This design comes from an exercise in tuning for small area, a short achievable clock period and few clock cycles per item on the open sky130 flow, not from production work.
In this exercise RTL edits were held to simulation tests only and were not proved equivalent to the original.
Power figures rest on the tool's default switching activity, not on a simulated workload.

==> module Full_Connect, before the edit <==
module Full_Connect (
    input              aclk,
    input              aresetn,
    input              s_valid,
    input  [31:0]      s_data,
    output             s_ready,
    output             m_valid,
    output [16*32-1:0] m_data
);
    localparam N = 16;
    reg         busy;        
    reg  [63:0] pos;         
    reg  [63:0] posn;        
    reg         ready;       
    reg         l1, l2, l3;  
    reg         f1, f1n;     
    reg  [31:0] x1, x1n;     
    reg  [12*N-1:0] sel1;
    wire [12*N-1:0] sel, seln;
    wire [32*N-1:0] init;
    wire take = busy | s_valid;
    assign s_ready = ready;
    always @(posedge aclk or negedge aresetn) begin
        if (!aresetn) begin
            busy  <= 1'b0;
            ready <= 1'b1;
            pos   <= 64'd1;
            posn  <= ~64'd1;
            l1   <= 1'b0;
            l2   <= 1'b0;
            l3   <= 1'b0;
        end
        else begin
            if (take) begin
                pos   <= {pos[62:0], pos[63]};
                posn  <= {posn[62:0], posn[63]};
                busy  <= !pos[63];
                ready <= pos[63];
            end
            l1 <= take & pos[63];
            l2 <= l1;
            l3 <= l2;
        end
    end
    Weight_ROM #(.N(N)) Weight_ROM (
        .addr(pos),
        .sel(sel),
        .init(init)
    );
    Weight_ROM #(.N(N)) Weight_ROM_n (
        .addr(~posn),
        .sel(seln),
        .init()
    );
    always @(posedge aclk) begin
        x1   <= s_data;
        x1n  <= ~s_data;
        sel1 <= {seln[12*N-1:6*N], sel[6*N-1:0]};
        f1   <= pos[0];
        f1n  <= !pos[0];
    end
    genvar i;
    generate
        for (i = 0; i < N; i = i + 1) begin : neuron
            Mul_Accumulate #(.IDX(i)) Mul_Accumulate (
                .clk(aclk),
                .first(i < N/2 ? f1 : !f1n),
                .init(init[32*i+31:32*i]),
                .sel(sel1[12*i+11:12*i]),
                .data(i < N/2 ? x1 : ~x1n),
                .Dout(m_data[32*i+31:32*i])
            );
        end
    endgenerate
    assign m_valid = l3;
endmodule
==> flow/config.mk <==
export PLATFORM = sky130hd
export DESIGN_NAME = Full_Connect
export DESIGN_NICKNAME = Full_Connect
export VERILOG_FILES = /design/flow/design.v
export SDC_FILE = /design/flow/constraint.sdc
export NUM_CORES = 4
export LEC_CHECK = 0
export CAP_MARGIN = 20
export CORE_MARGIN = 2
export CORE_UTILIZATION = 40
export SETUP_SLACK_MARGIN = 4.8
export SLEW_MARGIN = 20
export SYNTH_MEMORY_MAX_BITS = 16384
==> flow/constraint.sdc <==
create_clock -name core_clock -period 8.0 [get_ports {aclk}]
set_input_delay 1.6000 -clock core_clock [delete_from_list [all_inputs] [get_ports {aclk}]]
set_output_delay 1.6000 -clock core_clock [all_outputs]
set_load 0.01 [all_outputs]
run.sh (not shown) runs the stock make flow with config.mk's settings and CLKGATE_MAP_FILE= SYNTH_SCRIPT=/design/flow/synth_recipe.tcl, a recipe that flattens the netlist after the stock synthesis.
Testbench counts at the start, summed over its fixed seeds: cycles 24,600, items 384.
Next try:
--- a/flow/design.v
+++ b/flow/design.v
@@ -4332,5 +4332,4 @@
     reg         busy;        
     reg  [63:0] pos;         
-    reg  [63:0] posn;        
     reg         ready;       
     reg         l1, l2, l3;  
@@ -4338,5 +4337,5 @@
     reg  [31:0] x1, x1n;     
     reg  [12*N-1:0] sel1;
-    wire [12*N-1:0] sel, seln;
+    wire [12*N-1:0] sel;
     wire [32*N-1:0] init;
     wire take = busy | s_valid;
@@ -4347,5 +4346,4 @@
             ready <= 1'b1;
             pos   <= 64'd1;
-            posn  <= ~64'd1;
             l1   <= 1'b0;
             l2   <= 1'b0;
@@ -4355,5 +4353,4 @@
             if (take) begin
                 pos   <= {pos[62:0], pos[63]};
-                posn  <= {posn[62:0], posn[63]};
                 busy  <= !pos[63];
                 ready <= pos[63];
@@ -4369,13 +4366,8 @@
         .init(init)
     );
-    Weight_ROM #(.N(N)) Weight_ROM_n (
-        .addr(~posn),
-        .sel(seln),
-        .init()
-    );
     always @(posedge aclk) begin
         x1   <= s_data;
         x1n  <= ~s_data;
-        sel1 <= {seln[12*N-1:6*N], sel[6*N-1:0]};
+        sel1 <= sel;
         f1   <= pos[0];
         f1n  <= !pos[0];
Effect: The new run passed the timing, DRC and antenna checks. Fmax falls by about 1.5%. Area after synthesis falls by 2.3%. Total power rises by about 0.5%. Cell area falls by about 1.5%. Synthesized cell count falls by about 1.5%.
Testbench counts after the change, summed over its fixed seeds: cycles 24,600, items 384.

==> afterwards: timing with drivers on the ports <==
No port has a modelled driver above. Below, the same layouts with a new extraction and two added sets of constraints.
Step 1 (the two cells are an assumption about what drives the block):
set clk [get_ports {aclk}]
set_driving_cell -lib_cell sky130_fd_sc_hd__clkbuf_16 $clk
set_driving_cell -lib_cell sky130_fd_sc_hd__buf_2 [delete_from_list [all_inputs] $clk]
Step 2 also shifts input and output timing later by t, the mid clock arrival at the registers, as if the neighbouring blocks saw the same clock.
Three values: no drivers, after step 1, after step 2; two values: the first two.
run	t, ns	setup slack, ns	worst setup path after step 2
the first run	1.024	4.661 / 4.550 / 3.882	input to register
the second run	1.034	4.609 / 4.609 / 4.325	input to register
After both steps every run listed still meets setup and hold. The setup slack of the first run, which loses most, moves by -0.111 ns with the drivers and by -0.779 ns with both steps.
